This is an optimization exercise on Yosys and OpenROAD, whose aim is small area, a short achievable clock period and few clock cycles per item, not a production implementation.
The RTL was checked by simulation tests, not by an equivalence proof against the original design.
Power is estimated from default activity; no workload was simulated.

==> flow/design.v (outline; a module is shown in full before it is edited, if it fits) <==
// module scr_search: 1251 lines
module scr_search(clk,rst,start,R_fixed,angle1,adder,error,X,Y,done);
  // ...
==> flow/flow/run.sh <==
#!/bin/bash
# The standard layout (the standard.sh, unchanged synthesis and steps), with one change:
# the port buffers that global placement inserts are plain buffers instead of the default cell.
set -euo pipefail
export BUFFER_PORTS_ARGS="-buffer_cell sky130_fd_sc_hd__buf_2"
bash standard.sh > standard_flow.log 2>&1
==> flow/standard.sh <==
#!/bin/bash
# synth_recipe.tcl (not shown) runs the flow's synth.tcl, then flattens the netlist and writes it again
# the make line also repeats each setting of config.mk as NAME=value (left out here)
make -C /OpenROAD-flow-scripts/flow DESIGN_CONFIG=/design/flow/config.mk WORK_HOME=/design/flow/orfs CLKGATE_MAP_FILE= SYNTH_SCRIPT=/design/flow/synth_recipe.tcl "${@:-finish}"
==> flow/config.mk <==
export PLATFORM = sky130hd
export DESIGN_NAME = scr_search
export DESIGN_NICKNAME = scr_search
export VERILOG_FILES = /design/flow/design.v
export SDC_FILE = /design/flow/constraint.sdc
export NUM_CORES = 4
export LEC_CHECK = 0
export CAP_MARGIN = 20
export CORE_MARGIN = 2
export CORE_UTILIZATION = 15
export PLACE_DENSITY = 0.3
export SETUP_SLACK_MARGIN = 5
export SLEW_MARGIN = 20
==> flow/constraint.sdc <==
create_clock -name core_clock -period 12.0 [get_ports {clk}]
set_input_delay 2.4000 -clock core_clock [delete_from_list [all_inputs] [get_ports {clk}]]
set_output_delay 2.4000 -clock core_clock [all_outputs]
set_load 0.01 [all_outputs]
==> impl_summary.log, run 1 <==
INFO  metric result_of_the_run = no timing/DRC/antenna violations
INFO  metric dominant_combinational_cell_family_by_area_after_synthesis = simple AND/OR/NAND/NOR gates
INFO  metric antenna_cells = 1
INFO  metric mappedNetlistNets = 2,260
INFO  metric num-multi-input-gates = 1,878
INFO  metric synthesized_cell_area = 15,300 um^2
INFO  metric placedCellCount = 3,514
INFO  metric cpMaxStageDelayCell = sky130_fd_sc_hd__a21oi_1
INFO  metric numCtsBuffers = 9
INFO  metric setup.worst_path.end = tb[2]
INFO  metric detail_route.first_pass.iterations = 5
INFO  metric synth.yosys.seq_area_share = 11.8%
INFO  metric dominantRegCellSynth = sky130_fd_sc_hd__edfxtp_1
INFO  metric postSynthRegisterBits = 63
INFO  metric bufAreaShareNonClock = 5.46%
INFO  metric top_power_group = combinational cells
INFO  metric pg_seq = 311 uW
INFO  metric detailedPlacementHpwl = 107,000 um
INFO  metric p_per_area = 106 nW/um^2
INFO  metric grt_max_degree = 61
INFO  metric min_path_cells = 2
INFO  metric largest_registers = ta: 10 flops, tb: 10 flops, xr: 10 flops
INFO  metric num_tapcells = 1,368
INFO  metric num-clock-buffers = 9
INFO  metric place.gp.congestion = 0.990
INFO  metric cts_tree = yes
INFO  metric clock_power_share = 13.4%
INFO  metric critPathBufInv = 6
INFO  metric cts_htree_levels = 3
INFO  metric ioPinCount = 49
INFO  metric yosys.area.top_type = sky130_fd_sc_hd__edfxtp_1
INFO  metric hold_viol = 0
INFO  metric cts.repair_timing.setup_buffer_count = 12
Testbench counts, summed over its fixed seeds: cycles 384, queries 384.
==> run 2: changes to the inputs <==
--- a/flow/design.v
+++ b/flow/design.v
@@ -269,277 +269,500 @@
 wire al_3 = adder > 4'd3;
 wire al_4 = adder > 4'd4;
 wire al_5 = adder > 4'd5;
 wire al_6 = adder > 4'd6;
 wire al_7 = adder > 4'd7;
 wire mir = (angle1[13:8] >= 6'd22) & (angle1[13:8] < 6'd45);
 wire [5:0] xh = mir ? (6'd44 - angle1[13:8]) : angle1[13:8];
 wire [13:0] x = {xh, angle1[7:0] ^ {8{mir}}};
-wire [6:0] txH = x[13:7];
-wire [2:0] txhH = txH[6:4];
-wire txhh_1 = txhH[2:0] >= 3'd1;
-wire txhh_2 = txhH[2:0] >= 3'd2;
-wire txhh_3 = txhH[2:0] >= 3'd3;
-wire txhh_4 = txhH[2:0] >= 3'd4;
-wire txhh_5 = txhH[2:0] >= 3'd5;
-wire txhh_6 = txhH[2:0] >= 3'd6;
-wire [3:0] txhL = txH[3:0];
-wire [1:0] txhlH = txhL[3:2];
-wire txhlh_1 = txhlH[1:0] >= 2'd1;
-wire txhlh_2 = txhlH[1:0] >= 2'd2;
-wire txhlh_3 = txhlH[1:0] >= 2'd3;
-wire [1:0] txhlL = txhL[1:0];
-wire txhll_1 = txhlL[1:0] >= 2'd1;
-wire txhll_2 = txhlL[1:0] >= 2'd2;
-wire txhll_3 = txhlL[1:0] >= 2'd3;
-wire txhl_1 = txhlh_1 | (1'b1 & txhll_1);
-wire txhl_2 = txhlh_1 | (1'b1 & txhll_2);
-wire txhl_3 = txhlh_1 | (1'b1 & txhll_3);
-wire txhl_4 = txhlh_1;
-wire txhl_5 = txhlh_2 | (txhlh_1 & txhll_1);
-wire txhl_6 = txhlh_2 | (txhlh_1 & txhll_2);
-wire txhl_7 = txhlh_2 | (txhlh_1 & txhll_3);
-wire txhl_8 = txhlh_2;
-wire txhl_9 = txhlh_3 | (txhlh_2 & txhll_1);
-wire txhl_10 = txhlh_3 | (txhlh_2 & txhll_2);
-wire txhl_11 = txhlh_3 | (txhlh_2 & txhll_3);
-wire txhl_12 = txhlh_3;
-wire txhl_13 = 1'b0 | (txhlh_3 & txhll_1);
-wire txhl_14 = 1'b0 | (txhlh_3 & txhll_2);
-wire txhl_15 = 1'b0 | (txhlh_3 & txhll_3);
-wire txh_2 = txhh_1 | (1'b1 & txhl_2);
-wire txh_3 = txhh_1 | (1'b1 & txhl_3);
-wire txh_4 = txhh_1 | (1'b1 & txhl_4);
-wire txh_5 = txhh_1 | (1'b1 & txhl_5);
-wire txh_6 = txhh_1 | (1'b1 & txhl_6);
-wire txh_7 = txhh_1 | (1'b1 & txhl_7);
-wire txh_8 = txhh_1 | (1'b1 & txhl_8);
-wire txh_9 = txhh_1 | (1'b1 & txhl_9);
-wire txh_10 = txhh_1 | (1'b1 & txhl_10);
-wire txh_11 = txhh_1 | (1'b1 & txhl_11);
-wire txh_12 = txhh_1 | (1'b1 & txhl_12);
-wire txh_13 = txhh_1 | (1'b1 & txhl_13);
-wire txh_14 = txhh_1 | (1'b1 & txhl_14);
-wire txh_15 = txhh_1 | (1'b1 & txhl_15);
-wire txh_16 = txhh_1;
-wire txh_17 = txhh_2 | (txhh_1 & txhl_1);
-wire txh_18 = txhh_2 | (txhh_1 & txhl_2);
-wire txh_19 = txhh_2 | (txhh_1 & txhl_3);
-wire txh_20 = txhh_2 | (txhh_1 & txhl_4);
-wire txh_21 = txhh_2 | (txhh_1 & txhl_5);
-wire txh_22 = txhh_2 | (txhh_1 & txhl_6);
-wire txh_23 = txhh_2 | (txhh_1 & txhl_7);
-wire txh_24 = txhh_2 | (txhh_1 & txhl_8);
-wire txh_25 = txhh_2 | (txhh_1 & txhl_9);
-wire txh_26 = txhh_2 | (txhh_1 & txhl_10);
-wire txh_27 = txhh_2 | (txhh_1 & txhl_11);
-wire txh_28 = txhh_2 | (txhh_1 & txhl_12);
-wire txh_29 = txhh_2 | (txhh_1 & txhl_13);
-wire txh_30 = txhh_2 | (txhh_1 & txhl_14);
-wire txh_31 = txhh_2 | (txhh_1 & txhl_15);
-wire txh_32 = txhh_2;
-wire txh_33 = txhh_3 | (txhh_2 & txhl_1);
-wire txh_34 = txhh_3 | (txhh_2 & txhl_2);
-wire txh_35 = txhh_3 | (txhh_2 & txhl_3);
-wire txh_36 = txhh_3 | (txhh_2 & txhl_4);
-wire txh_37 = txhh_3 | (txhh_2 & txhl_5);
-wire txh_38 = txhh_3 | (txhh_2 & txhl_6);
-wire txh_39 = txhh_3 | (txhh_2 & txhl_7);
-wire txh_40 = txhh_3 | (txhh_2 & txhl_8);
-wire txh_41 = txhh_3 | (txhh_2 & txhl_9);
-wire txh_42 = txhh_3 | (txhh_2 & txhl_10);
-wire txh_43 = txhh_3 | (txhh_2 & txhl_11);
-wire txh_44 = txhh_3 | (txhh_2 & txhl_12);
-wire txh_45 = txhh_3 | (txhh_2 & txhl_13);
-wire txh_46 = txhh_3 | (txhh_2 & txhl_14);
-wire txh_47 = txhh_3 | (txhh_2 & txhl_15);
-wire txh_48 = txhh_3;
-wire txh_50 = txhh_4 | (txhh_3 & txhl_2);
-wire txh_88 = txhh_6 | (txhh_5 & txhl_8);
-wire txh_89 = txhh_6 | (txhh_5 & txhl_9);
-wire txh_90 = txhh_6 | (txhh_5 & txhl_10);
-wire txh_92 = txhh_6 | (txhh_5 & txhl_12);
-wire [6:0] txL = x[6:0];
-wire [2:0] txlH = txL[6:4];
-wire txlh_1 = txlH[2:0] >= 3'd1;
-wire txlh_2 = txlH[2:0] >= 3'd2;
-wire txlh_3 = txlH[2:0] >= 3'd3;
-wire txlh_4 = txlH[2:0] >= 3'd4;
-wire txlh_5 = txlH[2:0] >= 3'd5;
-wire txlh_6 = txlH[2:0] >= 3'd6;
-wire txlh_7 = txlH[2:0] >= 3'd7;
-wire [3:0] txlL = txL[3:0];
-wire [1:0] txllH = txlL[3:2];
-wire txllh_1 = txllH[1:0] >= 2'd1;
-wire txllh_2 = txllH[1:0] >= 2'd2;
-wire txllh_3 = txllH[1:0] >= 2'd3;
-wire [1:0] txllL = txlL[1:0];
-wire txlll_1 = txllL[1:0] >= 2'd1;
-wire txlll_2 = txllL[1:0] >= 2'd2;
-wire txlll_3 = txllL[1:0] >= 2'd3;
-wire txll_1 = txllh_1 | (1'b1 & txlll_1);
-wire txll_2 = txllh_1 | (1'b1 & txlll_2);
-wire txll_3 = txllh_1 | (1'b1 & txlll_3);
-wire txll_4 = txllh_1;
-wire txll_5 = txllh_2 | (txllh_1 & txlll_1);
-wire txll_6 = txllh_2 | (txllh_1 & txlll_2);
-wire txll_7 = txllh_2 | (txllh_1 & txlll_3);
-wire txll_8 = txllh_2;
-wire txll_9 = txllh_3 | (txllh_2 & txlll_1);
-wire txll_10 = txllh_3 | (txllh_2 & txlll_2);
-wire txll_11 = txllh_3 | (txllh_2 & txlll_3);
-wire txll_12 = txllh_3;
-wire txll_13 = 1'b0 | (txllh_3 & txlll_1);
-wire txll_14 = 1'b0 | (txllh_3 & txlll_2);
-wire txll_15 = 1'b0 | (txllh_3 & txlll_3);
-wire txl_2 = txlh_1 | (1'b1 & txll_2);
-wire txl_3 = txlh_1 | (1'b1 & txll_3);
-wire txl_4 = txlh_1 | (1'b1 & txll_4);
-wire txl_6 = txlh_1 | (1'b1 & txll_6);
-wire txl_9 = txlh_1 | (1'b1 & txll_9);
-wire txl_10 = txlh_1 | (1'b1 & txll_10);
-wire txl_12 = txlh_1 | (1'b1 & txll_12);
-wire txl_13 = txlh_1 | (1'b1 & txll_13);
-wire txl_15 = txlh_1 | (1'b1 & txll_15);
-wire txl_16 = txlh_1;
-wire txl_20 = txlh_2 | (txlh_1 & txll_4);
-wire txl_23 = txlh_2 | (txlh_1 & txll_7);
-wire txl_24 = txlh_2 | (txlh_1 & txll_8);
-wire txl_25 = txlh_2 | (txlh_1 & txll_9);
-wire txl_30 = txlh_2 | (txlh_1 & txll_14);
-wire txl_32 = txlh_2;
-wire txl_35 = txlh_3 | (txlh_2 & txll_3);
-wire txl_37 = txlh_3 | (txlh_2 & txll_5);
-wire txl_38 = txlh_3 | (txlh_2 & txll_6);
-wire txl_39 = txlh_3 | (txlh_2 & txll_7);
-wire txl_43 = txlh_3 | (txlh_2 & txll_11);
-wire txl_51 = txlh_4 | (txlh_3 & txll_3);
-wire txl_55 = txlh_4 | (txlh_3 & txll_7);
-wire txl_56 = txlh_4 | (txlh_3 & txll_8);
-wire txl_59 = txlh_4 | (txlh_3 & txll_11);
-wire txl_60 = txlh_4 | (txlh_3 & txll_12);
-wire txl_62 = txlh_4 | (txlh_3 & txll_14);
-wire txl_65 = txlh_5 | (txlh_4 & txll_1);
-wire txl_67 = txlh_5 | (txlh_4 & txll_3);
-wire txl_68 = txlh_5 | (txlh_4 & txll_4);
-wire txl_71 = txlh_5 | (txlh_4 & txll_7);
-wire txl_72 = txlh_5 | (txlh_4 & txll_8);
-wire txl_76 = txlh_5 | (txlh_4 & txll_12);
-wire txl_77 = txlh_5 | (txlh_4 & txll_13);
-wire txl_78 = txlh_5 | (txlh_4 & txll_14);
-wire txl_79 = txlh_5 | (txlh_4 & txll_15);
-wire txl_81 = txlh_6 | (txlh_5 & txll_1);
-wire txl_83 = txlh_6 | (txlh_5 & txll_3);
-wire txl_84 = txlh_6 | (txlh_5 & txll_4);
-wire txl_88 = txlh_6 | (txlh_5 & txll_8);
-wire txl_89 = txlh_6 | (txlh_5 & txll_9);
-wire txl_90 = txlh_6 | (txlh_5 & txll_10);
-wire txl_94 = txlh_6 | (txlh_5 & txll_14);
-wire txl_95 = txlh_6 | (txlh_5 & txll_15);
-wire txl_97 = txlh_7 | (txlh_6 & txll_1);
-wire txl_99 = txlh_7 | (txlh_6 & txll_3);
-wire txl_102 = txlh_7 | (txlh_6 & txll_6);
-wire txl_103 = txlh_7 | (txlh_6 & txll_7);
-wire txl_104 = txlh_7 | (txlh_6 & txll_8);
-wire txl_111 = txlh_7 | (txlh_6 & txll_15);
-wire txl_112 = txlh_7;
-wire txl_117 = 1'b0 | (txlh_7 & txll_5);
-wire txl_119 = 1'b0 | (txlh_7 & txll_7);
-wire txl_121 = 1'b0 | (txlh_7 & txll_9);
-wire txl_123 = 1'b0 | (txlh_7 & txll_11);
-wire txl_124 = 1'b0 | (txlh_7 & txll_12);
-wire txl_125 = 1'b0 | (txlh_7 & txll_13);
-wire txl_126 = 1'b0 | (txlh_7 & txll_14);
-wire txl_127 = 1'b0 | (txlh_7 & txll_15);
-wire tx_256 = txh_2;
-wire tx_488 = txh_4 | (txh_3 & txl_104);
-wire tx_522 = txh_5 | (txh_4 & txl_10);
-wire tx_563 = txh_5 | (txh_4 & txl_51);
-wire tx_609 = txh_5 | (txh_4 & txl_97);
-wire tx_664 = txh_6 | (txh_5 & txl_24);
-wire tx_730 = txh_6 | (txh_5 & txl_90);
-wire tx_811 = txh_7 | (txh_6 & txl_43);
-wire tx_911 = txh_8 | (txh_7 & txl_15);
-wire tx_912 = txh_8 | (txh_7 & txl_16);
-wire tx_972 = txh_8 | (txh_7 & txl_76);
-wire tx_1040 = txh_9 | (txh_8 & txl_16);
-wire tx_1119 = txh_9 | (txh_8 & txl_95);
-wire tx_1211 = txh_10 | (txh_9 & txl_59);
-wire tx_1319 = txh_11 | (txh_10 & txl_39);
-wire tx_1447 = txh_12 | (txh_11 & txl_39);
-wire tx_1548 = txh_13 | (txh_12 & txl_12);
-wire tx_1603 = txh_13 | (txh_12 & txl_67);
-wire tx_1663 = txh_13 | (txh_12 & txl_127);
-wire tx_1796 = txh_15 | (txh_14 & txl_4);
-wire tx_1911 = txh_15 | (txh_14 & txl_119);
-wire tx_1952 = txh_16 | (txh_15 & txl_32);
-wire tx_2041 = txh_16 | (txh_15 & txl_121);
-wire tx_2137 = txh_17 | (txh_16 & txl_89);
-wire tx_2189 = txh_18 | (txh_17 & txl_13);
-wire tx_2359 = txh_19 | (txh_18 & txl_55);
-wire tx_2515 = txh_20 | (txh_19 & txl_83);
-wire tx_2557 = txh_20 | (txh_19 & txl_125);
-wire tx_2631 = txh_21 | (txh_20 & txl_71);
-wire tx_2692 = txh_22 | (txh_21 & txl_4);
-wire tx_2790 = txh_22 | (txh_21 & txl_102);
-wire tx_2895 = txh_23 | (txh_22 & txl_79);
-wire tx_2969 = txh_24 | (txh_23 & txl_25);
-wire tx_3067 = txh_24 | (txh_23 & txl_123);
-wire tx_3128 = txh_25 | (txh_24 & txl_56);
-wire tx_3171 = txh_25 | (txh_24 & txl_99);
-wire tx_3202 = txh_26 | (txh_25 & txl_2);
-wire tx_3400 = txh_27 | (txh_26 & txl_72);
-wire tx_3593 = txh_29 | (txh_28 & txl_9);
-wire tx_3622 = txh_29 | (txh_28 & txl_38);
-wire tx_3662 = txh_29 | (txh_28 & txl_78);
-wire tx_3718 = txh_30 | (txh_29 & txl_6);
-wire tx_3807 = txh_30 | (txh_29 & txl_95);
-wire tx_3872 = txh_31 | (txh_30 & txl_32);
-wire tx_3963 = txh_31 | (txh_30 & txl_123);
-wire tx_4045 = txh_32 | (txh_31 & txl_77);
-wire tx_4096 = txh_32;
-wire tx_4156 = txh_33 | (txh_32 & txl_60);
-wire tx_4190 = txh_33 | (txh_32 & txl_94);
-wire tx_4312 = txh_34 | (txh_33 & txl_88);
-wire tx_4440 = txh_35 | (txh_34 & txl_88);
-wire tx_4478 = txh_35 | (txh_34 & txl_126);
-wire tx_4548 = txh_36 | (txh_35 & txl_68);
-wire tx_4611 = txh_37 | (txh_36 & txl_3);
-wire tx_4640 = txh_37 | (txh_36 & txl_32);
-wire tx_4719 = txh_37 | (txh_36 & txl_111);
-wire tx_4808 = txh_38 | (txh_37 & txl_72);
-wire tx_4847 = txh_38 | (txh_37 & txl_111);
-wire tx_4848 = txh_38 | (txh_37 & txl_112);
-wire tx_4884 = txh_39 | (txh_38 & txl_20);
-wire tx_4948 = txh_39 | (txh_38 & txl_84);
-wire tx_5029 = txh_40 | (txh_39 & txl_37);
-wire tx_5095 = txh_40 | (txh_39 & txl_103);
-wire tx_5150 = txh_41 | (txh_40 & txl_30);
-wire tx_5196 = txh_41 | (txh_40 & txl_76);
-wire tx_5237 = txh_41 | (txh_40 & txl_117);
-wire tx_5271 = txh_42 | (txh_41 & txl_23);
-wire tx_5329 = txh_42 | (txh_41 & txl_81);
-wire tx_5374 = txh_42 | (txh_41 & txl_126);
-wire tx_5411 = txh_43 | (txh_42 & txl_35);
-wire tx_5441 = txh_43 | (txh_42 & txl_65);
-wire tx_5466 = txh_43 | (txh_42 & txl_90);
-wire tx_5488 = txh_43 | (txh_42 & txl_112);
-wire tx_5507 = txh_44 | (txh_43 & txl_3);
-wire tx_5759 = txh_45 | (txh_44 & txl_127);
-wire tx_5760 = txh_45;
-wire tx_6012 = txh_47 | (txh_46 & txl_124);
-wire tx_6031 = txh_48 | (txh_47 & txl_15);
-wire tx_6053 = txh_48 | (txh_47 & txl_37);
-wire tx_6078 = txh_48 | (txh_47 & txl_62);
-wire tx_6400 = txh_50;
-wire tx_11264 = txh_88;
-wire tx_11519 = txh_90 | (txh_89 & txl_127);
-wire tx_11520 = txh_90;
-wire tx_11776 = txh_92;
+wire [6:0] taH = angle1[13:7];
+wire [2:0] tahH = taH[6:4];
+wire tahh_1 = tahH[2:0] >= 3'd1;
+wire tahh_2 = tahH[2:0] >= 3'd2;
+wire tahh_3 = tahH[2:0] >= 3'd3;
+wire tahh_4 = tahH[2:0] >= 3'd4;
+wire tahh_5 = tahH[2:0] >= 3'd5;
+wire tahh_6 = tahH[2:0] >= 3'd6;
+wire [3:0] tahL = taH[3:0];
+wire [1:0] tahlH = tahL[3:2];
+wire tahlh_1 = tahlH[1:0] >= 2'd1;
+wire tahlh_2 = tahlH[1:0] >= 2'd2;
+wire tahlh_3 = tahlH[1:0] >= 2'd3;
+wire [1:0] tahlL = tahL[1:0];
+wire tahll_1 = tahlL[1:0] >= 2'd1;
+wire tahll_2 = tahlL[1:0] >= 2'd2;
+wire tahll_3 = tahlL[1:0] >= 2'd3;
+wire tahl_1 = tahlh_1 | (1'b1 & tahll_1);
+wire tahl_2 = tahlh_1 | (1'b1 & tahll_2);
+wire tahl_3 = tahlh_1 | (1'b1 & tahll_3);
+wire tahl_4 = tahlh_1;
+wire tahl_5 = tahlh_2 | (tahlh_1 & tahll_1);
+wire tahl_6 = tahlh_2 | (tahlh_1 & tahll_2);
+wire tahl_7 = tahlh_2 | (tahlh_1 & tahll_3);
+wire tahl_8 = tahlh_2;
+wire tahl_9 = tahlh_3 | (tahlh_2 & tahll_1);
+wire tahl_10 = tahlh_3 | (tahlh_2 & tahll_2);
+wire tahl_11 = tahlh_3 | (tahlh_2 & tahll_3);
+wire tahl_12 = tahlh_3;
+wire tahl_13 = 1'b0 | (tahlh_3 & tahll_1);
+wire tahl_14 = 1'b0 | (tahlh_3 & tahll_2);
+wire tahl_15 = 1'b0 | (tahlh_3 & tahll_3);
+wire tah_2 = tahh_1 | (1'b1 & tahl_2);
+wire tah_3 = tahh_1 | (1'b1 & tahl_3);
+wire tah_4 = tahh_1 | (1'b1 & tahl_4);
+wire tah_5 = tahh_1 | (1'b1 & tahl_5);
+wire tah_6 = tahh_1 | (1'b1 & tahl_6);
+wire tah_7 = tahh_1 | (1'b1 & tahl_7);
+wire tah_8 = tahh_1 | (1'b1 & tahl_8);
+wire tah_9 = tahh_1 | (1'b1 & tahl_9);
+wire tah_10 = tahh_1 | (1'b1 & tahl_10);
+wire tah_11 = tahh_1 | (1'b1 & tahl_11);
+wire tah_12 = tahh_1 | (1'b1 & tahl_12);
+wire tah_13 = tahh_1 | (1'b1 & tahl_13);
+wire tah_14 = tahh_1 | (1'b1 & tahl_14);
+wire tah_15 = tahh_1 | (1'b1 & tahl_15);
+wire tah_16 = tahh_1;
+wire tah_17 = tahh_2 | (tahh_1 & tahl_1);
+wire tah_18 = tahh_2 | (tahh_1 & tahl_2);
+wire tah_19 = tahh_2 | (tahh_1 & tahl_3);
+wire tah_20 = tahh_2 | (tahh_1 & tahl_4);
+wire tah_21 = tahh_2 | (tahh_1 & tahl_5);
+wire tah_22 = tahh_2 | (tahh_1 & tahl_6);
+wire tah_23 = tahh_2 | (tahh_1 & tahl_7);
+wire tah_24 = tahh_2 | (tahh_1 & tahl_8);
+wire tah_25 = tahh_2 | (tahh_1 & tahl_9);
+wire tah_26 = tahh_2 | (tahh_1 & tahl_10);
+wire tah_27 = tahh_2 | (tahh_1 & tahl_11);
+wire tah_28 = tahh_2 | (tahh_1 & tahl_12);
+wire tah_29 = tahh_2 | (tahh_1 & tahl_13);
+wire tah_30 = tahh_2 | (tahh_1 & tahl_14);
+wire tah_31 = tahh_2 | (tahh_1 & tahl_15);
+wire tah_32 = tahh_2;
+wire tah_33 = tahh_3 | (tahh_2 & tahl_1);
+wire tah_34 = tahh_3 | (tahh_2 & tahl_2);
+wire tah_35 = tahh_3 | (tahh_2 & tahl_3);
+wire tah_36 = tahh_3 | (tahh_2 & tahl_4);
+wire tah_37 = tahh_3 | (tahh_2 & tahl_5);
+wire tah_38 = tahh_3 | (tahh_2 & tahl_6);
+wire tah_39 = tahh_3 | (tahh_2 & tahl_7);
+wire tah_40 = tahh_3 | (tahh_2 & tahl_8);
+wire tah_41 = tahh_3 | (tahh_2 & tahl_9);
+wire tah_42 = tahh_3 | (tahh_2 & tahl_10);
+wire tah_43 = tahh_3 | (tahh_2 & tahl_11);
+wire tah_44 = tahh_3 | (tahh_2 & tahl_12);
+wire tah_45 = tahh_3 | (tahh_2 & tahl_13);
+wire tah_46 = tahh_3 | (tahh_2 & tahl_14);
+wire tah_47 = tahh_3 | (tahh_2 & tahl_15);
+wire tah_48 = tahh_3;
+wire tah_49 = tahh_4 | (tahh_3 & tahl_1);
+wire tah_50 = tahh_4 | (tahh_3 & tahl_2);
+wire tah_51 = tahh_4 | (tahh_3 & tahl_3);
+wire tah_52 = tahh_4 | (tahh_3 & tahl_4);
+wire tah_53 = tahh_4 | (tahh_3 & tahl_5);
+wire tah_54 = tahh_4 | (tahh_3 & tahl_6);
+wire tah_55 = tahh_4 | (tahh_3 & tahl_7);
+wire tah_56 = tahh_4 | (tahh_3 & tahl_8);
+wire tah_57 = tahh_4 | (tahh_3 & tahl_9);
+wire tah_58 = tahh_4 | (tahh_3 & tahl_10);
+wire tah_59 = tahh_4 | (tahh_3 & tahl_11);
+wire tah_60 = tahh_4 | (tahh_3 & tahl_12);
+wire tah_61 = tahh_4 | (tahh_3 & tahl_13);
+wire tah_62 = tahh_4 | (tahh_3 & tahl_14);
+wire tah_63 = tahh_4 | (tahh_3 & tahl_15);
+wire tah_64 = tahh_4;
+wire tah_65 = tahh_5 | (tahh_4 & tahl_1);
+wire tah_66 = tahh_5 | (tahh_4 & tahl_2);
+wire tah_67 = tahh_5 | (tahh_4 & tahl_3);
+wire tah_68 = tahh_5 | (tahh_4 & tahl_4);
+wire tah_69 = tahh_5 | (tahh_4 & tahl_5);
+wire tah_70 = tahh_5 | (tahh_4 & tahl_6);
+wire tah_71 = tahh_5 | (tahh_4 & tahl_7);
+wire tah_72 = tahh_5 | (tahh_4 & tahl_8);
+wire tah_73 = tahh_5 | (tahh_4 & tahl_9);
+wire tah_74 = tahh_5 | (tahh_4 & tahl_10);
+wire tah_75 = tahh_5 | (tahh_4 & tahl_11);
+wire tah_76 = tahh_5 | (tahh_4 & tahl_12);
+wire tah_77 = tahh_5 | (tahh_4 & tahl_13);
+wire tah_78 = tahh_5 | (tahh_4 & tahl_14);
+wire tah_79 = tahh_5 | (tahh_4 & tahl_15);
+wire tah_80 = tahh_5;
+wire tah_81 = tahh_6 | (tahh_5 & tahl_1);
+wire tah_82 = tahh_6 | (tahh_5 & tahl_2);
+wire tah_83 = tahh_6 | (tahh_5 & tahl_3);
+wire tah_84 = tahh_6 | (tahh_5 & tahl_4);
+wire tah_85 = tahh_6 | (tahh_5 & tahl_5);
+wire tah_86 = tahh_6 | (tahh_5 & tahl_6);
+wire tah_87 = tahh_6 | (tahh_5 & tahl_7);
+wire tah_88 = tahh_6 | (tahh_5 & tahl_8);
+wire tah_90 = tahh_6 | (tahh_5 & tahl_10);
+wire tah_92 = tahh_6 | (tahh_5 & tahl_12);
+wire [6:0] taL = angle1[6:0];
+wire [2:0] talH = taL[6:4];
+wire talh_1 = talH[2:0] >= 3'd1;
+wire talh_2 = talH[2:0] >= 3'd2;
+wire talh_3 = talH[2:0] >= 3'd3;
+wire talh_4 = talH[2:0] >= 3'd4;
+wire talh_5 = talH[2:0] >= 3'd5;
+wire talh_6 = talH[2:0] >= 3'd6;
+wire talh_7 = talH[2:0] >= 3'd7;
+wire [3:0] talL = taL[3:0];
+wire [1:0] tallH = talL[3:2];
+wire tallh_1 = tallH[1:0] >= 2'd1;
+wire tallh_2 = tallH[1:0] >= 2'd2;
+wire tallh_3 = tallH[1:0] >= 2'd3;
+wire [1:0] tallL = talL[1:0];
+wire talll_1 = tallL[1:0] >= 2'd1;
+wire talll_2 = tallL[1:0] >= 2'd2;
+wire talll_3 = tallL[1:0] >= 2'd3;
+wire tall_1 = tallh_1 | (1'b1 & talll_1);
+wire tall_2 = tallh_1 | (1'b1 & talll_2);
+wire tall_3 = tallh_1 | (1'b1 & talll_3);
+wire tall_4 = tallh_1;
+wire tall_5 = tallh_2 | (tallh_1 & talll_1);
+wire tall_6 = tallh_2 | (tallh_1 & talll_2);
+wire tall_7 = tallh_2 | (tallh_1 & talll_3);
+wire tall_8 = tallh_2;
+wire tall_9 = tallh_3 | (tallh_2 & talll_1);
+wire tall_10 = tallh_3 | (tallh_2 & talll_2);
+wire tall_11 = tallh_3 | (tallh_2 & talll_3);
+wire tall_12 = tallh_3;
+wire tall_13 = 1'b0 | (tallh_3 & talll_1);
+wire tall_14 = 1'b0 | (tallh_3 & talll_2);
+wire tall_15 = 1'b0 | (tallh_3 & talll_3);
+wire tal_1 = talh_1 | (1'b1 & tall_1);
+wire tal_2 = talh_1 | (1'b1 & tall_2);
+wire tal_3 = talh_1 | (1'b1 & tall_3);
+wire tal_4 = talh_1 | (1'b1 & tall_4);
+wire tal_5 = talh_1 | (1'b1 & tall_5);
+wire tal_6 = talh_1 | (1'b1 & tall_6);
+wire tal_7 = talh_1 | (1'b1 & tall_7);
+wire tal_9 = talh_1 | (1'b1 & tall_9);
+wire tal_10 = talh_1 | (1'b1 & tall_10);
+wire tal_11 = talh_1 | (1'b1 & tall_11);
+wire tal_12 = talh_1 | (1'b1 & tall_12);
+wire tal_13 = talh_1 | (1'b1 & tall_13);
+wire tal_15 = talh_1 | (1'b1 & tall_15);
+wire tal_16 = talh_1;
+wire tal_17 = talh_2 | (talh_1 & tall_1);
+wire tal_20 = talh_2 | (talh_1 & tall_4);
+wire tal_23 = talh_2 | (talh_1 & tall_7);
+wire tal_24 = talh_2 | (talh_1 & tall_8);
+wire tal_25 = talh_2 | (talh_1 & tall_9);
+wire tal_26 = talh_2 | (talh_1 & tall_10);
+wire tal_29 = talh_2 | (talh_1 & tall_13);
+wire tal_30 = talh_2 | (talh_1 & tall_14);
+wire tal_31 = talh_2 | (talh_1 & tall_15);
+wire tal_32 = talh_2;
+wire tal_33 = talh_3 | (talh_2 & tall_1);
+wire tal_34 = talh_3 | (talh_2 & tall_2);
+wire tal_35 = talh_3 | (talh_2 & tall_3);
+wire tal_37 = talh_3 | (talh_2 & tall_5);
+wire tal_38 = talh_3 | (talh_2 & tall_6);
+wire tal_39 = talh_3 | (talh_2 & tall_7);
+wire tal_40 = talh_3 | (talh_2 & tall_8);
+wire tal_43 = talh_3 | (talh_2 & tall_11);
+wire tal_44 = talh_3 | (talh_2 & tall_12);
+wire tal_45 = talh_3 | (talh_2 & tall_13);
+wire tal_47 = talh_3 | (talh_2 & tall_15);
+wire tal_49 = talh_4 | (talh_3 & tall_1);
+wire tal_50 = talh_4 | (talh_3 & tall_2);
+wire tal_51 = talh_4 | (talh_3 & tall_3);
+wire tal_52 = talh_4 | (talh_3 & tall_4);
+wire tal_55 = talh_4 | (talh_3 & tall_7);
+wire tal_56 = talh_4 | (talh_3 & tall_8);
+wire tal_57 = talh_4 | (talh_3 & tall_9);
+wire tal_59 = talh_4 | (talh_3 & tall_11);
+wire tal_60 = talh_4 | (talh_3 & tall_12);
+wire tal_61 = talh_4 | (talh_3 & tall_13);
+wire tal_63 = talh_4 | (talh_3 & tall_15);
+wire tal_65 = talh_5 | (talh_4 & tall_1);
+wire tal_67 = talh_5 | (talh_4 & tall_3);
+wire tal_68 = talh_5 | (talh_4 & tall_4);
+wire tal_69 = talh_5 | (talh_4 & tall_5);
+wire tal_71 = talh_5 | (talh_4 & tall_7);
+wire tal_72 = talh_5 | (talh_4 & tall_8);
+wire tal_73 = talh_5 | (talh_4 & tall_9);
+wire tal_76 = talh_5 | (talh_4 & tall_12);
+wire tal_77 = talh_5 | (talh_4 & tall_13);
+wire tal_78 = talh_5 | (talh_4 & tall_14);
+wire tal_79 = talh_5 | (talh_4 & tall_15);
+wire tal_81 = talh_6 | (talh_5 & tall_1);
+wire tal_83 = talh_6 | (talh_5 & tall_3);
+wire tal_84 = talh_6 | (talh_5 & tall_4);
+wire tal_85 = talh_6 | (talh_5 & tall_5);
+wire tal_88 = talh_6 | (talh_5 & tall_8);
+wire tal_89 = talh_6 | (talh_5 & tall_9);
+wire tal_90 = talh_6 | (talh_5 & tall_10);
+wire tal_91 = talh_6 | (talh_5 & tall_11);
+wire tal_93 = talh_6 | (talh_5 & tall_13);
+wire tal_94 = talh_6 | (talh_5 & tall_14);
+wire tal_95 = talh_6 | (talh_5 & tall_15);
+wire tal_96 = talh_6;
+wire tal_97 = talh_7 | (talh_6 & tall_1);
+wire tal_98 = talh_7 | (talh_6 & tall_2);
+wire tal_99 = talh_7 | (talh_6 & tall_3);
+wire tal_102 = talh_7 | (talh_6 & tall_6);
+wire tal_103 = talh_7 | (talh_6 & tall_7);
+wire tal_104 = talh_7 | (talh_6 & tall_8);
+wire tal_105 = talh_7 | (talh_6 & tall_9);
+wire tal_108 = talh_7 | (talh_6 & tall_12);
+wire tal_111 = talh_7 | (talh_6 & tall_15);
+wire tal_112 = talh_7;
+wire tal_113 = 1'b0 | (talh_7 & tall_1);
+wire tal_115 = 1'b0 | (talh_7 & tall_3);
+wire tal_116 = 1'b0 | (talh_7 & tall_4);
+wire tal_117 = 1'b0 | (talh_7 & tall_5);
+wire tal_118 = 1'b0 | (talh_7 & tall_6);
+wire tal_119 = 1'b0 | (talh_7 & tall_7);
+wire tal_121 = 1'b0 | (talh_7 & tall_9);
+wire tal_122 = 1'b0 | (talh_7 & tall_10);
+wire tal_123 = 1'b0 | (talh_7 & tall_11);
+wire tal_124 = 1'b0 | (talh_7 & tall_12);
+wire tal_125 = 1'b0 | (talh_7 & tall_13);
+wire tal_126 = 1'b0 | (talh_7 & tall_14);
+wire tal_127 = 1'b0 | (talh_7 & tall_15);
+wire ta_256 = tah_2;
+wire ta_488 = tah_4 | (tah_3 & tal_104);
+wire ta_522 = tah_5 | (tah_4 & tal_10);
+wire ta_563 = tah_5 | (tah_4 & tal_51);
+wire ta_609 = tah_5 | (tah_4 & tal_97);
+wire ta_664 = tah_6 | (tah_5 & tal_24);
+wire ta_730 = tah_6 | (tah_5 & tal_90);
+wire ta_811 = tah_7 | (tah_6 & tal_43);
+wire ta_911 = tah_8 | (tah_7 & tal_15);
+wire ta_912 = tah_8 | (tah_7 & tal_16);
+wire ta_972 = tah_8 | (tah_7 & tal_76);
+wire ta_1040 = tah_9 | (tah_8 & tal_16);
+wire ta_1119 = tah_9 | (tah_8 & tal_95);
+wire ta_1211 = tah_10 | (tah_9 & tal_59);
+wire ta_1319 = tah_11 | (tah_10 & tal_39);
+wire ta_1447 = tah_12 | (tah_11 & tal_39);
+wire ta_1548 = tah_13 | (tah_12 & tal_12);
+wire ta_1603 = tah_13 | (tah_12 & tal_67);
+wire ta_1663 = tah_13 | (tah_12 & tal_127);
+wire ta_1796 = tah_15 | (tah_14 & tal_4);
+wire ta_1911 = tah_15 | (tah_14 & tal_119);
+wire ta_1952 = tah_16 | (tah_15 & tal_32);
+wire ta_2041 = tah_16 | (tah_15 & tal_121);
+wire ta_2137 = tah_17 | (tah_16 & tal_89);
+wire ta_2189 = tah_18 | (tah_17 & tal_13);
+wire ta_2359 = tah_19 | (tah_18 & tal_55);
+wire ta_2515 = tah_20 | (tah_19 & tal_83);
+wire ta_2557 = tah_20 | (tah_19 & tal_125);
+wire ta_2631 = tah_21 | (tah_20 & tal_71);
+wire ta_2692 = tah_22 | (tah_21 & tal_4);
+wire ta_2790 = tah_22 | (tah_21 & tal_102);
+wire ta_2895 = tah_23 | (tah_22 & tal_79);
+wire ta_2969 = tah_24 | (tah_23 & tal_25);
+wire ta_3067 = tah_24 | (tah_23 & tal_123);
+wire ta_3128 = tah_25 | (tah_24 & tal_56);
+wire ta_3171 = tah_25 | (tah_24 & tal_99);
+wire ta_3202 = tah_26 | (tah_25 & tal_2);
+wire ta_3400 = tah_27 | (tah_26 & tal_72);
+wire ta_3593 = tah_29 | (tah_28 & tal_9);
+wire ta_3622 = tah_29 | (tah_28 & tal_38);
+wire ta_3662 = tah_29 | (tah_28 & tal_78);
+wire ta_3718 = tah_30 | (tah_29 & tal_6);
+wire ta_3807 = tah_30 | (tah_29 & tal_95);
+wire ta_3872 = tah_31 | (tah_30 & tal_32);
+wire ta_3963 = tah_31 | (tah_30 & tal_123);
+wire ta_4045 = tah_32 | (tah_31 & tal_77);
+wire ta_4096 = tah_32;
+wire ta_4156 = tah_33 | (tah_32 & tal_60);
+wire ta_4190 = tah_33 | (tah_32 & tal_94);
+wire ta_4312 = tah_34 | (tah_33 & tal_88);
+wire ta_4440 = tah_35 | (tah_34 & tal_88);
+wire ta_4478 = tah_35 | (tah_34 & tal_126);
+wire ta_4548 = tah_36 | (tah_35 & tal_68);
+wire ta_4611 = tah_37 | (tah_36 & tal_3);
+wire ta_4640 = tah_37 | (tah_36 & tal_32);
+wire ta_4719 = tah_37 | (tah_36 & tal_111);
+wire ta_4808 = tah_38 | (tah_37 & tal_72);
+wire ta_4847 = tah_38 | (tah_37 & tal_111);
+wire ta_4848 = tah_38 | (tah_37 & tal_112);
+wire ta_4884 = tah_39 | (tah_38 & tal_20);
+wire ta_4948 = tah_39 | (tah_38 & tal_84);
+wire ta_5029 = tah_40 | (tah_39 & tal_37);
+wire ta_5095 = tah_40 | (tah_39 & tal_103);
+wire ta_5150 = tah_41 | (tah_40 & tal_30);
+wire ta_5196 = tah_41 | (tah_40 & tal_76);
+wire ta_5237 = tah_41 | (tah_40 & tal_117);
+wire ta_5271 = tah_42 | (tah_41 & tal_23);
+wire ta_5329 = tah_42 | (tah_41 & tal_81);
+wire ta_5374 = tah_42 | (tah_41 & tal_126);
+wire ta_5411 = tah_43 | (tah_42 & tal_35);
+wire ta_5441 = tah_43 | (tah_42 & tal_65);
+wire ta_5466 = tah_43 | (tah_42 & tal_90);
+wire ta_5488 = tah_43 | (tah_42 & tal_112);
+wire ta_5507 = tah_44 | (tah_43 & tal_3);
+wire ta_5632 = tah_44;
+wire ta_5760 = tah_45;
+wire ta_5761 = tah_46 | (tah_45 & tal_1);
+wire ta_6013 = tah_47 | (tah_46 & tal_125);
+wire ta_6032 = tah_48 | (tah_47 & tal_16);
+wire ta_6054 = tah_48 | (tah_47 & tal_38);
+wire ta_6079 = tah_48 | (tah_47 & tal_63);
+wire ta_6109 = tah_48 | (tah_47 & tal_93);
+wire ta_6146 = tah_49 | (tah_48 & tal_2);
+wire ta_6191 = tah_49 | (tah_48 & tal_47);
+wire ta_6249 = tah_49 | (tah_48 & tal_105);
+wire ta_6283 = tah_50 | (tah_49 & tal_11);
+wire ta_6324 = tah_50 | (tah_49 & tal_52);
+wire ta_6370 = tah_50 | (tah_49 & tal_98);
+wire ta_6425 = tah_51 | (tah_50 & tal_25);
+wire ta_6491 = tah_51 | (tah_50 & tal_91);
+wire ta_6572 = tah_52 | (tah_51 & tal_44);
+wire ta_6636 = tah_52 | (tah_51 & tal_108);
+wire ta_6672 = tah_53 | (tah_52 & tal_16);
+wire ta_6673 = tah_53 | (tah_52 & tal_17);
+wire ta_6712 = tah_53 | (tah_52 & tal_56);
+wire ta_6801 = tah_54 | (tah_53 & tal_17);
+wire ta_6880 = tah_54 | (tah_53 & tal_96);
+wire ta_6909 = tah_54 | (tah_53 & tal_125);
+wire ta_6972 = tah_55 | (tah_54 & tal_60);
+wire ta_7042 = tah_56 | (tah_55 & tal_2);
+wire ta_7080 = tah_56 | (tah_55 & tal_40);
+wire ta_7208 = tah_57 | (tah_56 & tal_40);
+wire ta_7330 = tah_58 | (tah_57 & tal_34);
+wire ta_7364 = tah_58 | (tah_57 & tal_68);
+wire ta_7424 = tah_58;
+wire ta_7475 = tah_59 | (tah_58 & tal_51);
+wire ta_7557 = tah_60 | (tah_59 & tal_5);
+wire ta_7648 = tah_60 | (tah_59 & tal_96);
+wire ta_7713 = tah_61 | (tah_60 & tal_33);
+wire ta_7802 = tah_61 | (tah_60 & tal_122);
+wire ta_7858 = tah_62 | (tah_61 & tal_50);
+wire ta_7898 = tah_62 | (tah_61 & tal_90);
+wire ta_7927 = tah_62 | (tah_61 & tal_119);
+wire ta_8120 = tah_64 | (tah_63 & tal_56);
+wire ta_8318 = tah_65 | (tah_64 & tal_126);
+wire ta_8349 = tah_66 | (tah_65 & tal_29);
+wire ta_8392 = tah_66 | (tah_65 & tal_72);
+wire ta_8453 = tah_67 | (tah_66 & tal_5);
+wire ta_8551 = tah_67 | (tah_66 & tal_103);
+wire ta_8625 = tah_68 | (tah_67 & tal_49);
+wire ta_8730 = tah_69 | (tah_68 & tal_26);
+wire ta_8828 = tah_69 | (tah_68 & tal_124);
+wire ta_8889 = tah_70 | (tah_69 & tal_57);
+wire ta_8963 = tah_71 | (tah_70 & tal_3);
+wire ta_9005 = tah_71 | (tah_70 & tal_45);
+wire ta_9161 = tah_72 | (tah_71 & tal_73);
+wire ta_9331 = tah_73 | (tah_72 & tal_115);
+wire ta_9383 = tah_74 | (tah_73 & tal_39);
+wire ta_9479 = tah_75 | (tah_74 & tal_7);
+wire ta_9568 = tah_75 | (tah_74 & tal_96);
+wire ta_9609 = tah_76 | (tah_75 & tal_9);
+wire ta_9724 = tah_76 | (tah_75 & tal_124);
+wire ta_9857 = tah_78 | (tah_77 & tal_1);
+wire ta_9917 = tah_78 | (tah_77 & tal_61);
+wire ta_9972 = tah_78 | (tah_77 & tal_116);
+wire ta_10073 = tah_79 | (tah_78 & tal_89);
+wire ta_10201 = tah_80 | (tah_79 & tal_89);
+wire ta_10309 = tah_81 | (tah_80 & tal_69);
+wire ta_10401 = tah_82 | (tah_81 & tal_33);
+wire ta_10480 = tah_82 | (tah_81 & tal_112);
+wire ta_10548 = tah_83 | (tah_82 & tal_52);
+wire ta_10608 = tah_83 | (tah_82 & tal_112);
+wire ta_10609 = tah_83 | (tah_82 & tal_113);
+wire ta_10709 = tah_84 | (tah_83 & tal_85);
+wire ta_10790 = tah_85 | (tah_84 & tal_38);
+wire ta_10856 = tah_85 | (tah_84 & tal_104);
+wire ta_10911 = tah_86 | (tah_85 & tal_31);
+wire ta_10957 = tah_86 | (tah_85 & tal_77);
+wire ta_10998 = tah_86 | (tah_85 & tal_118);
+wire ta_11032 = tah_87 | (tah_86 & tal_24);
+wire ta_11264 = tah_88;
+wire ta_11520 = tah_90;
+wire ta_11776 = tah_92;
+wire tx_256 = (ta_256 & ~ta_11264) | ta_11520;
+wire tx_488 = (ta_488 & ~ta_11032) | ta_11520;
+wire tx_522 = (ta_522 & ~ta_10998) | ta_11520;
+wire tx_563 = (ta_563 & ~ta_10957) | ta_11520;
+wire tx_609 = (ta_609 & ~ta_10911) | ta_11520;
+wire tx_664 = (ta_664 & ~ta_10856) | ta_11520;
+wire tx_730 = (ta_730 & ~ta_10790) | ta_11520;
+wire tx_811 = (ta_811 & ~ta_10709) | ta_11520;
+wire tx_911 = (ta_911 & ~ta_10609) | ta_11520;
+wire tx_912 = (ta_912 & ~ta_10608) | ta_11520;
+wire tx_972 = (ta_972 & ~ta_10548) | ta_11520;
+wire tx_1040 = (ta_1040 & ~ta_10480) | ta_11520;
+wire tx_1119 = (ta_1119 & ~ta_10401) | ta_11520;
+wire tx_1211 = (ta_1211 & ~ta_10309) | ta_11520;
+wire tx_1319 = (ta_1319 & ~ta_10201) | ta_11520;
+wire tx_1447 = (ta_1447 & ~ta_10073) | ta_11520;
+wire tx_1548 = (ta_1548 & ~ta_9972) | ta_11520;
+wire tx_1603 = (ta_1603 & ~ta_9917) | ta_11520;
+wire tx_1663 = (ta_1663 & ~ta_9857) | ta_11520;
+wire tx_1796 = (ta_1796 & ~ta_9724) | ta_11520;
+wire tx_1911 = (ta_1911 & ~ta_9609) | ta_11520;
+wire tx_1952 = (ta_1952 & ~ta_9568) | ta_11520;
+wire tx_2041 = (ta_2041 & ~ta_9479) | ta_11520;
+wire tx_2137 = (ta_2137 & ~ta_9383) | ta_11520;
+wire tx_2189 = (ta_2189 & ~ta_9331) | ta_11520;
+wire tx_2359 = (ta_2359 & ~ta_9161) | ta_11520;
+wire tx_2515 = (ta_2515 & ~ta_9005) | ta_11520;
+wire tx_2557 = (ta_2557 & ~ta_8963) | ta_11520;
+wire tx_2631 = (ta_2631 & ~ta_8889) | ta_11520;
+wire tx_2692 = (ta_2692 & ~ta_8828) | ta_11520;
+wire tx_2790 = (ta_2790 & ~ta_8730) | ta_11520;
+wire tx_2895 = (ta_2895 & ~ta_8625) | ta_11520;
+wire tx_2969 = (ta_2969 & ~ta_8551) | ta_11520;
+wire tx_3067 = (ta_3067 & ~ta_8453) | ta_11520;
+wire tx_3128 = (ta_3128 & ~ta_8392) | ta_11520;
+wire tx_3171 = (ta_3171 & ~ta_8349) | ta_11520;
+wire tx_3202 = (ta_3202 & ~ta_8318) | ta_11520;
+wire tx_3400 = (ta_3400 & ~ta_8120) | ta_11520;
+wire tx_3593 = (ta_3593 & ~ta_7927) | ta_11520;
+wire tx_3622 = (ta_3622 & ~ta_7898) | ta_11520;
+wire tx_3662 = (ta_3662 & ~ta_7858) | ta_11520;
+wire tx_3718 = (ta_3718 & ~ta_7802) | ta_11520;
+wire tx_3807 = (ta_3807 & ~ta_7713) | ta_11520;
+wire tx_3872 = (ta_3872 & ~ta_7648) | ta_11520;
+wire tx_3963 = (ta_3963 & ~ta_7557) | ta_11520;
+wire tx_4045 = (ta_4045 & ~ta_7475) | ta_11520;
+wire tx_4096 = (ta_4096 & ~ta_7424) | ta_11520;
+wire tx_4156 = (ta_4156 & ~ta_7364) | ta_11520;
+wire tx_4190 = (ta_4190 & ~ta_7330) | ta_11520;
+wire tx_4312 = (ta_4312 & ~ta_7208) | ta_11520;
+wire tx_4440 = (ta_4440 & ~ta_7080) | ta_11520;
+wire tx_4478 = (ta_4478 & ~ta_7042) | ta_11520;
+wire tx_4548 = (ta_4548 & ~ta_6972) | ta_11520;
+wire tx_4611 = (ta_4611 & ~ta_6909) | ta_11520;
+wire tx_4640 = (ta_4640 & ~ta_6880) | ta_11520;
+wire tx_4719 = (ta_4719 & ~ta_6801) | ta_11520;
+wire tx_4808 = (ta_4808 & ~ta_6712) | ta_11520;
+wire tx_4847 = (ta_4847 & ~ta_6673) | ta_11520;
+wire tx_4848 = (ta_4848 & ~ta_6672) | ta_11520;
+wire tx_4884 = (ta_4884 & ~ta_6636) | ta_11520;
+wire tx_4948 = (ta_4948 & ~ta_6572) | ta_11520;
+wire tx_5029 = (ta_5029 & ~ta_6491) | ta_11520;
+wire tx_5095 = (ta_5095 & ~ta_6425) | ta_11520;
+wire tx_5150 = (ta_5150 & ~ta_6370) | ta_11520;
+wire tx_5196 = (ta_5196 & ~ta_6324) | ta_11520;
+wire tx_5237 = (ta_5237 & ~ta_6283) | ta_11520;
+wire tx_5271 = (ta_5271 & ~ta_6249) | ta_11520;
+wire tx_5329 = (ta_5329 & ~ta_6191) | ta_11520;
+wire tx_5374 = (ta_5374 & ~ta_6146) | ta_11520;
+wire tx_5411 = (ta_5411 & ~ta_6109) | ta_11520;
+wire tx_5441 = (ta_5441 & ~ta_6079) | ta_11520;
+wire tx_5466 = (ta_5466 & ~ta_6054) | ta_11520;
+wire tx_5488 = (ta_5488 & ~ta_6032) | ta_11520;
+wire tx_5507 = (ta_5507 & ~ta_6013) | ta_11520;
+wire tx_5759 = (ta_5632 & ~ta_5761) | ta_11520;
+wire tx_5760 = (ta_5632 & ~ta_5760) | ta_11520;
+wire tx_6012 = ta_11520;
+wire tx_6031 = ta_11520;
+wire tx_6053 = ta_11520;
+wire tx_6078 = ta_11520;
+wire tx_6400 = ta_11520;
+wire tx_11264 = ta_11520;
+wire tx_11519 = ta_11520;
+wire tx_11520 = ta_11520;
+wire tx_11776 = ta_11776;
 wire g_0 = mir ? 1'b1 : 1'b1;
 wire g_1 = tx_488;
 wire g_2 = tx_522;
 wire g_3 = tx_563;
 wire g_4 = tx_609;
 wire g_5 = tx_664;
 wire g_6 = tx_730;
 wire g_7 = tx_811;
==> flow/flow/run.sh (replaced) <==
#!/bin/bash
set -euo pipefail
export BUFFER_PORTS_ARGS="-buffer_cell sky130_fd_sc_hd__buf_2"
sed 's/SETUP_SLACK_MARGIN=[0-9.]*/SETUP_SLACK_MARGIN=5.5/' standard.sh > standard_m.sh
grep -q 'SETUP_SLACK_MARGIN=5.5' standard_m.sh
bash standard_m.sh > standard_flow.log 2>&1
==> impl_summary.log, run 2 <==
INFO  metric cp.required = 12.07 ns (was 12.22 ns)
INFO  metric yosys-top-cells-area = sky130_fd_sc_hd__edfxtp_1, sky130_fd_sc_hd__nor2_1, sky130_fd_sc_hd__nand2_1 (was sky130_fd_sc_hd__edfxtp_1, sky130_fd_sc_hd__nor3_1, sky130_fd_sc_hd__nand2_1)
INFO  metric place.gp.congestion = 0.992 (was 0.990)
INFO  metric first_global_vias = 18,734 (was 19,454)
INFO  metric number_of_antenna_violations_at_the_first_check_in_global_routing = 3 (was 4)
INFO  metric worstPathCellList = buf_2 > buf_6 > and2_1 > nand4_1 > a31o_1 > nand4_1 > a21oi_1 > or3_1 > or3_1 > or4b_1 > or4_1 (was buf_6 > inv_1 > ha_4 > and4b_2 > a211o_4 > buf_12 > inv_8 > buf_16 > mux2i_1 > o2111a_2 > buf_4 > nand4bb_1 > nor2_1 > nand3_1 > a21oi_1 > nor2b_1 > nand4_1)
INFO  metric finClkSkew = 0.00211 ns (was 0.00221 ns)
INFO  metric coreArea = 98,300 um^2 (was 102,000 um^2)
INFO  metric cpMaxStageDelayCell = sky130_fd_sc_hd__and2_1 (was sky130_fd_sc_hd__a21oi_1)
INFO  metric timing.final.ws_setup = 5.38 ns (was 5.00 ns)
INFO  metric ioPinCount = 49 (unchanged)
INFO  metric post_cts_hold_buffer_count = 0 (unchanged)
INFO  metric slowest_delay = 0.65 ns (was 0.67 ns)
INFO  metric post-route-drc-count = 0 (unchanged)
INFO  metric area_delta_synth_final = 15.0% (was 21.6%)
INFO  metric fp-row-count = 115 (was 117)
INFO  metric max-cap-violations = 0 (unchanged)
INFO  metric die_width = 319 um (was 324 um)
INFO  metric cts_num_sinks = 63 (unchanged)
INFO  metric grt_use_total = 21.9% (was 23.9%)
INFO  metric clock_path_buffers = 2 (unchanged)
INFO  metric result_of_the_run = no timing/DRC/antenna violations (unchanged)
INFO  metric max_slew_margin = 9.36% (was 17.0%)
INFO  metric vias_per_cell = 5.74 (was 5.63)
INFO  metric clock_latency = 0.34 ns (was 0.36 ns)
INFO  metric cts.root.buffer_cell = sky130_fd_sc_hd__clkbuf_16 (unchanged)
INFO  metric p_per_area = 96.5 nW/um^2 (was 106 nW/um^2)
INFO  metric type_of_element_capturing_the_critical_path = flip-flop (unchanged)
INFO  metric dr.first_iter.drc_count = 2,554 (was 2,495)
INFO  metric drive_gt1_share = 13.3% (was 18.3%)
INFO  metric yosys.area.top_type_share = 10.9% (was 10.6%)
INFO  metric timing.setup.tns = 0 ns (unchanged)
INFO  metric antenna_left = 0 (unchanged)
INFO  metric mostFrequentLayoutCells = sky130_fd_sc_hd__nor2_1, sky130_fd_sc_hd__nand2_1, sky130_fd_sc_hd__a21oi_1 (was sky130_fd_sc_hd__nand2_1, sky130_fd_sc_hd__nor2_1, sky130_fd_sc_hd__nor3_1)
INFO  metric numCtsBuffers = 9 (unchanged)
INFO  metric via_count = 19,182 (was 20,022)
INFO  metric grt_first_pass_wirelength = 158,000 um (was 172,000 um)
INFO  metric count_of_port_buffers_added_during_placement = 48 (unchanged)
INFO  metric rsz_0062_raised_after_global_routing = true (unchanged)
INFO  metric final-setup-viol-count = 0 (unchanged)
INFO  metric grt_remaining_overflow = 0 (unchanged)
INFO  metric detail_route.wirelength = 115,000 um (was 128,000 um)
INFO  metric yosys.area.top_type = sky130_fd_sc_hd__edfxtp_1 (unchanged)
INFO  metric synth_edf_count = 54 (unchanged)
INFO  metric tightest_slew = 1.35 ns (was 1.24 ns)
INFO  metric die_height = 319 um (was 324 um)
INFO  metric hold_viol = 0 (unchanged)
INFO  metric largest_registers = ta: 10 flops, tb: 10 flops, xr: 10 flops (unchanged)
INFO  metric worstSetupPathType = in2reg (unchanged)
INFO  metric floorplan.die_area = 101,000 um^2 (was 105,000 um^2)
INFO  metric mappedNetlistNets = 2,159 (was 2,260)
INFO  metric max_freq = 151 MHz (was 143 MHz)
INFO  metric cp-start-kind = primary input (unchanged)
INFO  metric cts_tree = yes (unchanged)
INFO  metric detail_route.first_pass.iterations = 6 (was 5)
INFO  metric worstPathMaxFanout = 49 (was 41)
INFO  metric cts.reportedPaths.clkPinSlew = 0.05 ns (was 0.06 ns)
INFO  metric detail_route.wl_per_cell = 34.5 um (was 35.9 um)
INFO  metric cellLeakagePower = 5.97 nW (was 6.64 nW)
INFO  metric yosys_warnings = 1 (unchanged)
INFO  metric dominantRegCellSynth = sky130_fd_sc_hd__edfxtp_1 (unchanged)
INFO  metric synth.yosys.seq_area_share = 12.1% (was 11.8%)
INFO  metric final_critical_delay_including_setup_and_external_delays = 6.62 ns (was 7.00 ns)
INFO  metric postSynthRegisterBits = 63 (unchanged)
INFO  metric cts_htree_levels = 3 (unchanged)
INFO  metric grt_max_degree = 65 (was 61)
INFO  metric cells_after_synthesis = 2,063 (was 2,164)
INFO  metric drv_slew = 0 (unchanged)
INFO  metric fill_cells = 11,299 (was 11,723)
INFO  metric detailedPlacementHpwl = 94,800 um (was 107,000 um)
INFO  metric yosys.cell_count.top_type = sky130_fd_sc_hd__nor2_1 (was sky130_fd_sc_hd__nand2_1)
INFO  metric cp_data_arrival_time = 6.69 ns (was 7.22 ns)
INFO  metric irDropWorstVdd = 0.0783 mV (was 0.0541 mV)
INFO  metric post_synth_most_frequent_cells = sky130_fd_sc_hd__nor2_1, sky130_fd_sc_hd__nand2_1, sky130_fd_sc_hd__a21oi_1, sky130_fd_sc_hd__o21ai_0, sky130_fd_sc_hd__nor3_1 (was sky130_fd_sc_hd__nand2_1, sky130_fd_sc_hd__nor2_1, sky130_fd_sc_hd__nor3_1, sky130_fd_sc_hd__nand3_1, sky130_fd_sc_hd__o21ai_0)
INFO  metric design.final.nets = 2,142 (was 2,278)
INFO  metric yosys.cell_types.count = 116 (was 119)
INFO  metric synth-async-reset-ratio = 0% (unchanged)
INFO  metric synthesized_cell_area = 14,800 um^2 (was 15,300 um^2)
INFO  metric starting_density_of_the_core = 15.1% (about the same)
INFO  metric hold_class = reg2reg (unchanged)
INFO  metric synth_area_per_cell = 7.19 um^2 (was 7.08 um^2)
INFO  metric final_common_cell = sky130_fd_sc_hd__nor2_1 (was sky130_fd_sc_hd__nand2_1)
INFO  metric timing.final.crit_share = 55.1% (was 58.3%)
INFO  metric p_total = 1.65 mW (was 1.97 mW)
INFO  metric preCtsSetupSlack = 4.48 ns (was 1.88 ns)
[run 2: cell count changes after synthesis, moves of 16 or more]
cell,change
sky130_fd_sc_hd__nor3_1,-50
sky130_fd_sc_hd__nand2_1,-41
sky130_fd_sc_hd__nand3_1,-29
sky130_fd_sc_hd__clkbuf_1,-26
sky130_fd_sc_hd__buf_2,+22
sky130_fd_sc_hd__nor2_1,-16
[run 2: final timing paths]
| kind | slack [ns] | startpoint | to | cells after the start |
|---|---|---|---|---|
| worst max-delay path | 5.38 | angle1[6] | tb[0] | 11 |
| worst max register to register | 10.20 | err[0] | emax[3] | 7 |
| worst min register to register | 0.46 | done | done | 2 |
| worst min-delay path | 0.46 | done | done | 2 |
[run 2: repair_timing]
item,CTS,global route
endpoints found under the setup margin,41,36
setup buffers,3,7
pin swaps,2,3
resized for setup,38,38
[run 2: final cells by class]
class                      instances  area, um^2  area share [%]
clock inverter                     5         106           0.623
sequential                        63        1800            10.6
inverter                          94         362            2.12
timing repair buffer             118         832            4.87
antenna                            2        5.00          0.0293
clock buffer                      11         233            1.36
tap                             1287        1610            9.43
multi-input combinational       1760       12100            71.0
[run 2: critical path: cells and delay by family]
family,cells,cell delay [ns]
AOI/OAI and AO/OA,2,0.67
buffers and inverters,2,0.47
and+or+nand+nor,7,3.11
[run 2: metrics by stage]
| step | hold slack, ns | std cells | utilization (%) | area (um^2) |
|---|---|---|---|---|
| after detailed placement | 0.455 | 3312 | 16.6 | 16400 |
| after floorplan | 0.503 | 2063 | - | 14800 |
| final | 0.463 | 3340 | 17.4 | 17100 |
| after CTS | 0.469 | 3331 | 17.2 | 16900 |
| after global placement | 0.450 | 3312 | 16.6 | 16300 |
| after global routing | 0.489 | 3338 | 17.4 | 17100 |
[run 2: kinds of logic (layout without fill, tap and decap cells)]
| kind of cell | count (synthesis) | after routing | synth area share (%) |
|---|---|---|---|
| buffers and inverters | 240 | 228 | 8.12 |
| other | 0 | 2 | 0 |
| adders and majority gates | 56 | 56 | 5.83 |
| and+or+nand+nor | 972 | 972 | 36.8 |
| AOI/OAI and AO/OA | 687 | 687 | 34.2 |
| muxes | 27 | 27 | 1.86 |
| DFF | 63 | 63 | 12.1 |
| xor gates and xnor gates | 18 | 18 | 1.06 |
[run 2: per-layer routing]
| metal | global-route usage, % | share of wire [%] | up-vias |
|---|---|---|---|
| met5 | 0 | 0 | - |
| met4 | 11.7 | 6.5 | 0 |
| met3 | 2.99 | 7.4 | 269 |
| met2 | 35.1 | 44 | 1141 |
| met1 | 28.6 | 42 | 9638 |
| li1 | - | - | 8134 |
[run 2: power breakdown]
| part | internal [mW] | switching (mW) |
|---|---|---|
| clock | 0.204 | 0.105 |
| combinational | 0.318 | 0.731 |
| sequential | 0.265 | 0.0255 |
| total | 0.787 | 0.862 |
Testbench counts of run 2, summed over its fixed seeds: cycles 384, queries 384.
==> run 3: changes to the inputs <==
==> flow/flow/run.sh (replaced) <==
#!/bin/bash
set -euo pipefail
export BUFFER_PORTS_ARGS="-buffer_cell sky130_fd_sc_hd__buf_2"
sed 's/SETUP_SLACK_MARGIN=[0-9.]*/SETUP_SLACK_MARGIN=6.5/' standard.sh > standard_m.sh
grep -q 'SETUP_SLACK_MARGIN=6.5' standard_m.sh
bash standard_m.sh > standard_flow.log 2>&1
==> impl_summary.log, run 3 <==
INFO  metric final_critical_delay_including_setup_and_external_delays = 6.15 ns (was 6.62 ns)
INFO  metric largest_registers = ta: 10 flops, tb: 10 flops, xr: 10 flops (unchanged)
INFO  metric antenna_cells = 0 (was 2)
INFO  metric grt_remaining_overflow = 0 (unchanged)
INFO  metric result_of_the_run = no timing/DRC/antenna violations (unchanged)
INFO  metric sw_frac_of_total = 52.0% (was 52.3%)
INFO  metric grt_use_total = 24.2% (was 21.9%)
INFO  metric rsz_0062_raised_after_global_routing = true (unchanged)
INFO  metric starting_density_of_the_core = 15.1% (unchanged)
INFO  metric placedCellCount = 3,313 (was 3,312)
INFO  metric detail_route.wirelength = 129,000 um (was 115,000 um)
INFO  metric detail_route.first_pass.iterations = 10 (was 6)
INFO  metric yosys.cell_types.count = 116 (unchanged)
INFO  metric ioPinCount = 49 (unchanged)
INFO  metric mappedNetlistNets = 2,159 (unchanged)
INFO  metric first_global_vias = 20,297 (was 18,734)
INFO  metric r2r_slack = 10.13 ns (was 10.20 ns)
INFO  metric coreArea = 98,300 um^2 (unchanged)
INFO  metric post_cts_hold_buffer_count = 0 (unchanged)
INFO  metric timing.setup.tns = 0 ns (unchanged)
INFO  metric final-setup-viol-count = 0 (unchanged)
INFO  metric finish.cell_count_without_fillers = 3,608 (was 3,340)
INFO  metric p_per_area = 84.4 nW/um^2 (was 96.5 nW/um^2)
INFO  metric worstSetupPathType = reg2out (was in2reg)
INFO  metric cts.root.buffer_cell = sky130_fd_sc_hd__clkbuf_16 (unchanged)
INFO  metric synth.yosys.seq_area_share = 12.1% (unchanged)
INFO  metric cpMaxStageDelayCell = sky130_fd_sc_hd__fa_1 (was sky130_fd_sc_hd__and2_1)
INFO  metric via_count = 21,280 (was 19,182)
INFO  metric drive_gt1_share = 42.4% (was 13.3%)
INFO  metric worstHoldStart = done (unchanged)
INFO  metric numCtsBuffers = 9 (unchanged)
INFO  metric cts.reportedPaths.clkPinSlew = 0.06 ns (was 0.05 ns)
INFO  metric detailedPlacementHpwl = 98,900 um (was 94,800 um)
INFO  metric cp.required = 9.60 ns (was 12.07 ns)
INFO  metric finClkSkew = 0.00301 ns (was 0.00211 ns)
INFO  metric drv_slew = 0 (unchanged)
INFO  metric yosys.area.top_type_share = 10.9% (unchanged)
INFO  metric yosys.area.top_type = sky130_fd_sc_hd__edfxtp_1 (unchanged)
INFO  metric post-route-drc-count = 0 (unchanged)
INFO  metric placement.cell_area = 16,400 um^2 (about the same)
INFO  metric setup.worst_path.end = X[2] (was tb[0])
INFO  metric final_common_cell = sky130_fd_sc_hd__buf_4 (was sky130_fd_sc_hd__nor2_1)
INFO  metric cellLeakagePower = 8.48 nW (was 5.97 nW)
INFO  metric timing.hold.ws = 0.470 ns (was 0.463 ns)
INFO  metric yosys.cell_count.top_type = sky130_fd_sc_hd__nor2_1 (unchanged)
INFO  metric vias_per_cell = 5.90 (was 5.74)
INFO  metric cell_internal_pwr = 953 uW (was 787 uW)
INFO  metric fp-row-count = 115 (unchanged)
INFO  metric grt_max_degree = 52 (was 65)
INFO  metric clock_path_buffers = 2 (unchanged)
INFO  metric dr.first_iter.drc_count = 2,501 (was 2,554)
INFO  metric place.gp.congestion = 0.994 (was 0.992)
INFO  metric fin_area = 23,500 um^2 (was 17,100 um^2)
INFO  metric tightest_slew = 1.17 ns (was 1.35 ns)
INFO  metric clock_power_share = 13.8% (was 18.7%)
INFO  metric max_freq = 162 MHz (was 151 MHz)
INFO  metric die_height = 319 um (unchanged)
INFO  metric critPathLaunch = xr[6] (was angle1[6])
INFO  metric r2r_cells = 5 (was 7)
INFO  metric cp_data_arrival_time = 3.75 ns (was 6.69 ns)
INFO  metric design.final.nets = 2,412 (was 2,142)
INFO  metric worstPathMaxFanout = 7 (was 49)
INFO  metric die_width = 319 um (unchanged)
INFO  metric detail_route.wl_per_cell = 35.8 um (was 34.5 um)
INFO  metric number_of_antenna_violations_at_the_first_check_in_global_routing = 3 (unchanged)
INFO  metric hold_viol = 0 (unchanged)
INFO  metric p_total = 1.99 mW (was 1.65 mW)
INFO  metric cts_num_sinks = 63 (unchanged)
INFO  metric comb_pwr_share = 71.8% (was 63.7%)
INFO  metric yosys-top-cells-area = sky130_fd_sc_hd__edfxtp_1, sky130_fd_sc_hd__nor2_1, sky130_fd_sc_hd__nand2_1 (unchanged)
INFO  metric reg2reg_to = emax[1] (was emax[3])
## run 3: cell counts after synthesis
Identical to the previous run, type by type.
## run 3: how the worst min path moves through the flow
stage                       to  slack [ns]  cells past startpoint
after detailed placement  done        0.47                      2
after global routing      done        0.50                      2
after global placement    done        0.45                      2
after floorplan           done        0.50                      2
final                     done        0.47                      2
after CTS                 done        0.48                      2
## run 3: metal layers
| metal | up-vias | wire length [um] | global-route usage (%) |
|---|---|---|---|
| met3 | 470 | 10800 | 4.22 |
| met2 | 1483 | 55500 | 38.2 |
| met1 | 10626 | 51600 | 30.4 |
| met5 | - | 0 | 0.0473 |
| li1 | 8701 | - | - |
| met4 | 0 | 11200 | 15.5 |
## run 3: what timing repair did
action / 4_1_cts / 5_1_grt
pin swaps: 107 / 106
setup endpoints to repair: 46 / 45
setup buffers: 145 / 106
gates resized for setup: 620 / 252
cloned: 22 / 6
## run 3: power groups by stage
stage	Combinational, mW	Sequential, mW	Clock, mW
6_report	1.43	0.287	0.273
5_1_grt	1.47	0.290	0.296
4_1_cts	1.26	0.290	0.285
3_5_place_dp	0.999	0.297	0
3_3_place_gp	1.02	0.297	0
2_1_floorplan	0.591	0.279	0
## run 3: layout make-up
cell class	count	area (um^2)
multi-input combinational	1760	15300
clock buffer	9	225
sequential	63	1800
inverter	94	385
clock inverter	7	73.8
tap	1287	1610
fill	10751	74800
timing repair buffer	388	4070
## run 3: per-stage QoR
stage          util, %  setup slack (ns)
2_1_floorplan        -              6.07
3_3_place_gp      16.6              4.33
3_5_place_dp      16.7              4.61
4_1_cts           21.7              5.81
5_1_grt           23.9              5.64
6_report          23.9              5.85
## run 3: cell families (layout without fill, tap and decap cells)
| kind of cell | after synthesis | after routing | share of synthesized area (%) |
|---|---|---|---|
| compound gates | 687 | 687 | 34.2 |
| simple gates | 972 | 972 | 36.8 |
| buf+inv | 240 | 498 | 8.12 |
| fa+ha+maj | 56 | 56 | 5.83 |
| xor+xnor | 18 | 18 | 1.06 |
| mux | 27 | 27 | 1.86 |
| flops | 63 | 63 | 12.1 |
## run 3: worst max-delay path, delay by kind of cell, from the launching register on
kind | cells | cell delay [ns]
AOI/OAI and AO/OA | 1 | 0.27
adders and majority gates | 2 | 0.85
DFF | 1 | 0.55
and+or+nand+nor | 4 | 0.86
buffers and inverters | 3 | 0.41
muxes | 3 | 0.45

Check on run 3: ideal ports give 5.846 ns setup slack; a clkbuf_16 on the clock port and buf_2 on the inputs give 5.798 ns; moving port delays by the midpoint clock arrival (0.398 ns) as well gives 5.743 ns.
